This design comes from an exercise in tuning for small area and a short achievable clock period on the open sky130 flow, not from production work.
At most, simulation tests tie the RTL to the original design; equivalence was not proved.

==> flow/design.v (excerpt) <==
module multiplier_pipelined(
    input clk,
    input logic[31:0] a,
    input logic[31:0] b,
    output logic[63:0] r
);
    logic [31:0] a_q;
    logic [33:0] a3_q;
    logic [10:0] s1_q, s2_q, s3_q, s4_q;
    logic [9:0] neg_q;
    logic [11:0] lo_q;
    logic ci_q;
    logic [63:12] p_q;
    logic [63:12] g_q;
    logic [63:12] x_q;
    logic [63:12] y_q;
    logic pp1;
    logic pp2;
    logic pp3;
    logic pp4;
    logic pp5;
    logic pp6;
    logic pp7;
    logic pp8;
    logic pp9;
    logic pp10;
    logic pp11;
    logic pp12;
    logic pp13;
    logic pp14;
    logic pp15;
    logic pp16;
    logic pp17;
    logic pp18;
    logic pp19;
    logic pp20;
    logic pp21;
    logic pp22;
    logic pp23;
    logic pp24;
    logic pp25;
    logic pp26;
    logic pp27;
    logic pp28;
    logic pp29;
    logic pp30;
    logic pp31;
    logic pp32;
    logic pp33;
    logic pp34;
    logic ns35;
    logic pp36;
    logic pp37;
    logic pp38;
    logic pp39;
    logic pp40;
    logic pp41;
    logic pp42;
    logic pp43;
    logic pp44;
    logic pp45;
    logic pp46;
    logic pp47;
    logic pp48;
    logic pp49;
    logic pp50;
    logic pp51;
    logic pp52;
  ...
clock: 7.5 ns
lec_check: 0
cap_margin: 20
core_margin: 2
core_utilization: 40
setup_slack_margin: 3.0
slew_margin: 20
synth_hierarchical: 1
tns_end_percent: 20
run.sh (not shown) runs the stock make flow with config.mk's settings and CLKGATE_MAP_FILE= SYNTH_SCRIPT=/design/flow/synth_recipe.tcl, a recipe that flattens the netlist after the stock synthesis.
Then changed:
Settings changed: SETUP_SLACK_MARGIN 3.0 to 3.2, TNS_END_PERCENT 20 to not set.
Effect: Cell area rose by about 3.3%; clock-buffer cell count fell by 1; sequential cell count does not change; global-route usage fell by 0.98 points; worst setup slack improves by 330 ps; wire length fell by 3.0%; synthesized area is unchanged; final cell count rose by 0.45%; via count fell by 1.7%; clock skew fell by 10 ps.
No functional check of the RTL was part of any run of this note.


## run A
multiplier_pipelined, a different RTL version from the one above (not shown whole).
For scale: ~2,700 cells after synthesis, about 190 flip-flops, about 130 I/O pins, about 0.028 mm² of cells after synthesis.
Settings: LEC_CHECK=0, CAP_MARGIN=20, CORE_MARGIN=2, CORE_UTILIZATION=40, SETUP_SLACK_MARGIN=2.0, SLEW_MARGIN=20; clock period 7.5 ns.
Relative to run A, the following input files were edited for run D:
# run A
export LEC_CHECK = 0
export CAP_MARGIN = 20
export CORE_MARGIN = 2
export CORE_UTILIZATION = 40
export SETUP_SLACK_MARGIN = 2.0
export SLEW_MARGIN = 20
create_clock -name core_clock -period 7.5 [get_ports {clk}]
# run D
export LEC_CHECK = 0
export CAP_MARGIN = 20
export CORE_MARGIN = 2
export CORE_UTILIZATION = 40
export SETUP_SLACK_MARGIN = 2.8
export SLEW_MARGIN = 20
export TNS_END_PERCENT = 20
create_clock -name core_clock -period 7.5 [get_ports {clk}]
Findings:
- Run D vs run A, fraction of area in multi-input gates went down by 4.0 points.
- Run D vs. run A: worst path arrival time went down by 2.43 ns.
- Going from run A to run D, slew at the pin with the worst max-slew slack decreased by 0.39 ns relative to the old numbers; wire length the detailed router placed on met1 increased by about 2.1% relative to the old numbers; die area closely matched the old numbers; number of gates given a new drive strength after cts increased by 354 relative to the old numbers.
- What run A reported for layout buffer count excluding clock buffers has to be multiplied by 1.6 to get the figure for run D.


## job 101
Another version of the RTL of multiplier_pipelined (not shown whole).
Size in the first run: roughly 2900 cells after synthesis, roughly 130 I/O pins, ~0.027 mm2 of cells after synthesis.
Settings: LEC_CHECK=0, CAP_MARGIN=20, CORE_MARGIN=2, CORE_UTILIZATION=40, SETUP_SLACK_MARGIN=3.3, SLEW_MARGIN=20, SYNTH_HIERARCHICAL=1; clock period 7.5 ns.
standard.sh (not shown) runs the stock make flow with config.mk's settings and CLKGATE_MAP_FILE= SYNTH_SCRIPT=/design/flow/synth_recipe.tcl, a recipe that flattens the netlist after the stock synthesis.
==> flow/flow/run.sh <==
#!/bin/bash
# The standard layout (the standard.sh, unchanged synthesis and steps), except that the
# input and output ports are buffered with sky130_fd_sc_hd__buf_2 cells rather than the cell
# buffer_ports picks by default (clkdlybuf4s50_1, a slow delay cell). Every port still gets a buffer.
set -euo pipefail
export BUFFER_PORTS_ARGS="-buffer_cell sky130_fd_sc_hd__buf_2"
bash standard.sh > standard_flow.log 2>&1
Both conditions hold for job 101: the flow ran to the end and the final layout passed the timing, design-rule and antenna checks.
Setup changes, job 101 to job 102
Settings: an added PLACE_DENSITY of 0.75; a change of SETUP_SLACK_MARGIN from 3.3 to 3.1.
==> flow/flow/run.sh <==
#!/bin/bash
# The standard layout (the standard.sh: unchanged synthesis and steps), with two changes:
# - the input and output ports are buffered with sky130_fd_sc_hd__buf_2 cells rather than
#   the cell buffer_ports picks by default (clkdlybuf4s50_1, a slow delay cell); every port
#   still gets a buffer;
# - after synthesis, flow/upsize.tcl (ORFS's POST_SYNTH_TCL hook) gives flip-flops that drive
#   8 or more loads the dfxtp_4 drive strength; registers keep their names and cell type.
set -euo pipefail
export BUFFER_PORTS_ARGS="-buffer_cell sky130_fd_sc_hd__buf_2"
export POST_SYNTH_TCL="$PWD/flow/upsize.tcl"
bash standard.sh > standard_flow.log 2>&1
==> flow/flow/upsize.tcl (new file) <==
# Give the flip-flops that drive many loads a stronger drive (dfxtp_1 -> dfxtp_4).
# Loads are counted through buffers and inverters. Only the drive strength changes:
# every register keeps its name and its cell type.
proc my_sinks {net depth} {
  set n 0
  foreach it [$net getITerms] {
    if {[$it isOutputSignal]} { continue }
    set m [[$it getInst] getMaster]
    if {$depth < 4 && [regexp {__(clk)?(buf|inv)_} [$m getName]]} {
      set o [[$it getInst] findITerm [expr {[regexp {inv} [$m getName]] ? "Y" : "X"}]]
      if {$o ne "NULL" && [$o getNet] ne "NULL"} { incr n [my_sinks [$o getNet] [expr {$depth + 1}]]; continue }
    }
    incr n
  }
  return $n
}
set n_up 0
foreach inst [[ord::get_db_block] getInsts] {
  if {[[$inst getMaster] getName] ne "sky130_fd_sc_hd__dfxtp_1"} { continue }
  set net [[$inst findITerm Q] getNet]
  if {$net eq "NULL"} { continue }
  if {[my_sinks $net 0] >= 8} {
    replace_cell [$inst getName] sky130_fd_sc_hd__dfxtp_4
    incr n_up
  }
}
puts "upsize.tcl: $n_up flip-flops upsized to dfxtp_4"
Findings:
Of job 102 and job 101, job 102 shows the higher area of the placeable core, with job 101 below it. When the final numbers for job 102 and job 101 were put side by side, the fraction of met1 tracks used by global routing turned out to be smaller in job 102. The final reports for job 102 and job 101 show depth of the worst hold-timing path higher in the former. Looking at register-to-register slack across job 102 and job 101, the one that comes out lower is job 102.
What job 103 does differently from job 102 at the input level:
Settings: SETUP_SLACK_MARGIN: 3.1 -> 3.6; PLACE_DENSITY: 0.75 -> unset.
==> flow/flow/run.sh <==
#!/bin/bash
# The standard layout (the standard.sh, unchanged synthesis and steps), except that the
# input and output ports are buffered with sky130_fd_sc_hd__buf_2 cells rather than the cell
# buffer_ports picks by default (clkdlybuf4s50_1, a slow delay cell). Every port still gets a buffer.
set -euo pipefail
export BUFFER_PORTS_ARGS="-buffer_cell sky130_fd_sc_hd__buf_2"
bash standard.sh > standard_flow.log 2>&1
removed: flow/flow/upsize.tcl
## What came out
Changes observed in job 103 relative to job 102: die area went down by 0.0011 mm2, worst-case register-to-register setup slack +230 ps, proportion of final cell area spent on non-clock buffers climbed 6.7 points, final core utilization shows an increase of 6.2 points. Compared with job 102, job 103 shows core box area lower by 480 um2. Per the comparison of job 103 with job 102, maximum frequency now larger; design area now larger; detailed placement HPWL now larger.
Input changes introduced in job 104 (baseline for comparison: job 103):
Settings: an added PLACE_DENSITY of 0.75; a change of SETUP_SLACK_MARGIN from 3.6 to 2.8.
==> flow/flow/run.sh <==
#!/bin/bash
# The standard layout (the standard.sh: unchanged synthesis and steps), with two changes:
# - the input and output ports are buffered with sky130_fd_sc_hd__buf_2 cells rather than
#   the cell buffer_ports picks by default (clkdlybuf4s50_1, a slow delay cell); every port
#   still gets a buffer;
# - after synthesis, flow/upsize.tcl (ORFS's POST_SYNTH_TCL hook) gives flip-flops that drive
#   8 or more loads the dfxtp_4 drive strength; registers keep their names and cell type.
set -euo pipefail
export BUFFER_PORTS_ARGS="-buffer_cell sky130_fd_sc_hd__buf_2"
export POST_SYNTH_TCL="$PWD/flow/upsize.tcl"
bash standard.sh > standard_flow.log 2>&1
==> flow/flow/upsize.tcl (new file) <==
# Give the flip-flops that drive many loads a stronger drive (dfxtp_1 -> dfxtp_4).
# Loads are counted through buffers and inverters. Only the drive strength changes:
# every register keeps its name and its cell type.
proc my_sinks {net depth} {
  set n 0
  foreach it [$net getITerms] {
    if {[$it isOutputSignal]} { continue }
    set m [[$it getInst] getMaster]
    if {$depth < 4 && [regexp {__(clk)?(buf|inv)_} [$m getName]]} {
      set o [[$it getInst] findITerm [expr {[regexp {inv} [$m getName]] ? "Y" : "X"}]]
      if {$o ne "NULL" && [$o getNet] ne "NULL"} { incr n [my_sinks [$o getNet] [expr {$depth + 1}]]; continue }
    }
    incr n
  }
  return $n
}
set n_up 0
foreach inst [[ord::get_db_block] getInsts] {
  if {[[$inst getMaster] getName] ne "sky130_fd_sc_hd__dfxtp_1"} { continue }
  set net [[$inst findITerm Q] getNet]
  if {$net eq "NULL"} { continue }
  if {[my_sinks $net 0] >= 8} {
    replace_cell [$inst getName] sky130_fd_sc_hd__dfxtp_4
    incr n_up
  }
}
puts "upsize.tcl: $n_up flip-flops upsized to dfxtp_4"
- On cell count, the higher figure sits with job 103, not job 104.
- Final setup slack of the worst path down 340 ps in job 104 wrt job 103
- Changes observed in job 104 relative to job 103: final-layout fill cell count shows an increase of 436, final standard cell area without fillers lost 13%.
- On setup skew after layout, job 104 does better than job 103.
Edits applied to the flow inputs when going from job 104 to job 105:
Settings: changing SETUP_SLACK_MARGIN from 2.8 to 3.1; removing PLACE_DENSITY (formerly 0.75).
==> flow/flow/run.sh <==
#!/bin/bash
# The standard layout (the standard.sh, unchanged synthesis and steps), except that the
# input and output ports are buffered with sky130_fd_sc_hd__buf_2 cells rather than the cell
# buffer_ports picks by default (clkdlybuf4s50_1, a slow delay cell). Every port still gets a buffer.
set -euo pipefail
export BUFFER_PORTS_ARGS="-buffer_cell sky130_fd_sc_hd__buf_2"
bash standard.sh > standard_flow.log 2>&1
removed: flow/flow/upsize.tcl
Notes after the runs:
Diff job 104 -> job 105: via count of the first global-routing pass higher, number of non-clock buffers climbed 55%, worst slew slack as a fraction of its limit down 21 points.
On final area, job 104 beats job 105.
Job 105 ends up with higher count of placed standard cells including taps than job 104 does.
Cmp job 104 and job 105 / worst setup slack / higher: job 105
Clock-buffer cell count (job 105 vs. job 104) increases by more than a quarter
Area overhead of the layout relative to synthesis up 2.9 points in job 105 wrt job 104


Starting RTL as in the previous note.
## multiplier_pipelined
module multiplier_pipelined(
    input clk,
    input logic[31:0] a,
    input logic[31:0] b,
    output logic[63:0] r
);
    logic [31:0] a_q;
    logic [33:0] a3_q;
    logic [10:0] s1_q, s2_q, s3_q, s4_q;
    logic [9:0] neg_q;
    logic [14:0] lo_q;
    logic ci_q;
    logic [63:15] p_q;
    logic [63:15] g_q;
    logic [63:15] x_q;
    logic [63:15] y_q;
    logic pp1;
    logic pp2;
    logic pp3;
    logic pp4;
    logic pp5;
    logic pp6;
    logic pp7;
    logic pp8;
    logic pp9;
    logic pp10;
    logic pp11;
    logic pp12;
    logic pp13;
    logic pp14;
    logic pp15;
    logic pp16;
    logic pp17;
    logic pp18;
    logic pp19;
    logic pp20;
    logic pp21;
    logic pp22;
    logic pp23;
    logic pp24;
    logic pp25;
    logic pp26;
    logic pp27;
    logic pp28;
    logic pp29;
    logic pp30;
    logic pp31;
    logic pp32;
    logic pp33;
    logic pp34;
    logic ns35;
    logic pp36;
    logic pp37;
    logic pp38;
    logic pp39;
    logic pp40;
    logic pp41;
    logic pp42;
    logic pp43;
    logic pp44;
    logic pp45;
    logic pp46;
    logic pp47;
    logic pp48;
    logic pp49;
    logic pp50;
    logic pp51;
    logic pp52;
    logic pp53;
    logic pp54;
    logic pp55;
    logic pp56;
    logic pp57;
    logic pp58;
    logic pp59;
    logic pp60;
    logic pp61;
    logic pp62;
    logic pp63;
    logic pp64;
    logic pp65;
    logic pp66;
    logic pp67;
    logic pp68;
    logic pp69;
    logic ns70;
    logic pp71;
    logic pp72;
    logic pp73;
    logic pp74;
    logic pp75;
    logic pp76;
    logic pp77;
    logic pp78;
    logic pp79;
    logic pp80;
    logic pp81;
    logic pp82;
    logic pp83;
    logic pp84;
    logic pp85;
    logic pp86;
    logic pp87;
    logic pp88;
    logic pp89;
    logic pp90;
    logic pp91;
    logic pp92;
    logic pp93;
    logic pp94;
    logic pp95;
    logic pp96;
    logic pp97;
    logic pp98;
    logic pp99;
    logic pp100;
    logic pp101;
    logic pp102;
  ...
export LEC_CHECK = 0
export CAP_MARGIN = 20
export CORE_MARGIN = 2
export CORE_UTILIZATION = 40
export PLACE_DENSITY = 0.75
export SETUP_SLACK_MARGIN = 3.3
export SLEW_MARGIN = 20
export SYNTH_HIERARCHICAL = 1
create_clock -name core_clock -period 7.5 [get_ports {clk}]
==> flow/flow/run.sh <==
#!/bin/bash
# The standard layout (the standard.sh: unchanged synthesis and steps), with two changes:
# - the input and output ports are buffered with sky130_fd_sc_hd__buf_2 cells rather than
#   the cell buffer_ports picks by default (clkdlybuf4s50_1, a slow delay cell); every port
#   still gets a buffer;
# - after synthesis, flow/upsize.tcl (ORFS's POST_SYNTH_TCL hook) gives flip-flops that drive
#   8 or more loads the dfxtp_4 drive strength; registers keep their names and cell type.
set -euo pipefail
export BUFFER_PORTS_ARGS="-buffer_cell sky130_fd_sc_hd__buf_2"
export POST_SYNTH_TCL="$PWD/flow/upsize.tcl"
bash standard.sh > standard_flow.log 2>&1
==> flow/flow/upsize.tcl <==
# Give the flip-flops that drive many loads a stronger drive (dfxtp_1 -> dfxtp_4).
# Loads are counted through buffers and inverters. Only the drive strength changes:
# every register keeps its name and its cell type.
proc my_sinks {net depth} {
  set n 0
  foreach it [$net getITerms] {
    if {[$it isOutputSignal]} { continue }
    set m [[$it getInst] getMaster]
    if {$depth < 4 && [regexp {__(clk)?(buf|inv)_} [$m getName]]} {
      set o [[$it getInst] findITerm [expr {[regexp {inv} [$m getName]] ? "Y" : "X"}]]
      if {$o ne "NULL" && [$o getNet] ne "NULL"} { incr n [my_sinks [$o getNet] [expr {$depth + 1}]]; continue }
    }
    incr n
  }
  return $n
}
set n_up 0
foreach inst [[ord::get_db_block] getInsts] {
  if {[[$inst getMaster] getName] ne "sky130_fd_sc_hd__dfxtp_1"} { continue }
  set net [[$inst findITerm Q] getNet]
  if {$net eq "NULL"} { continue }
  if {[my_sinks $net 0] >= 8} {
    replace_cell [$inst getName] sky130_fd_sc_hd__dfxtp_4
    incr n_up
  }
}
puts "upsize.tcl: $n_up flip-flops upsized to dfxtp_4"
The starting point finished clean.
Edit:
- PLACE_DENSITY: 0.75 -> default
- SETUP_SLACK_MARGIN: 3.3 -> 3.45
After rerunning:
- cell area goes up by 6.7%
- worst hold slack gets better by 0.024 ns
- non-clock buffer count increases by 83
- routed wire length came out higher by about 17%
- die area is unchanged
Edit:
- SETUP_SLACK_MARGIN: 3.45 -> 3.3
Result:
- The changed run finished clean
- utilization fell by 1.9 points
- worst setup slack loses 0.0098 ns
- critical path depth decreases by 2
- clock skew is higher by 0.0060 ns
- routed wire length fell by 5.4%
- design area goes down by 4.0%
- global-route usage decreases by 0.94 points
- first-iteration DRC count shrinks by 13%

==> afterwards: timing with drivers on the ports <==
No port has a modelled driver above. Below, the same layouts with a new extraction and two added sets of constraints. Step 1: set_driving_cell puts a clkbuf_16 on clk and a buf_2 on each other input, an assumption about the parent block. Step 2 times the ports against the registers' clock, not the clock port: input delays grow and output delays shrink by t, the midpoint of the rising clock arrivals with the driver on. a / b / c = ideal ports / drivers / drivers and shift; a / b = the first two.
run	shift t [ns]	setup WS [ns]	latest minus earliest clock arrival (ns)
the first run of note 1	0.621	2.837 / 2.772 / 2.859	0.025 / 0.024
the second run of note 1	0.599	3.163 / 3.097 / 2.853	0.015 / 0.015
run A	0.577	2.085 / 2.060 / 2.085	0.028 / 0.027
run D	0.583	2.600 / 2.535 / 2.672	0.023 / 0.023
job 101	0.625	3.264 / 3.204 / 3.332	0.017 / 0.017
job 102	0.605	3.142 / 3.080 / 3.307	0.011 / 0.011
job 103	0.632	3.237 / 3.178 / 3.400	0.037 / 0.038
job 104	0.604	2.900 / 2.837 / 3.290	0.017 / 0.016
job 105	0.625	3.123 / 3.109 / 3.123	0.013 / 0.014
the first run of note 4	0.605	3.242 / 3.180 / 3.299	0.013 / 0.013
the second run of note 4	0.653	3.336 / 3.266 / 3.375	0.009 / 0.009
the third run of note 4	0.643	3.326 / 3.274 / 3.326	0.015 / 0.015
After both steps every run listed still meets setup and hold. The setup slack of the second run of note 1, which loses most, moves by -0.066 ns with the drivers and by -0.310 ns with both steps.
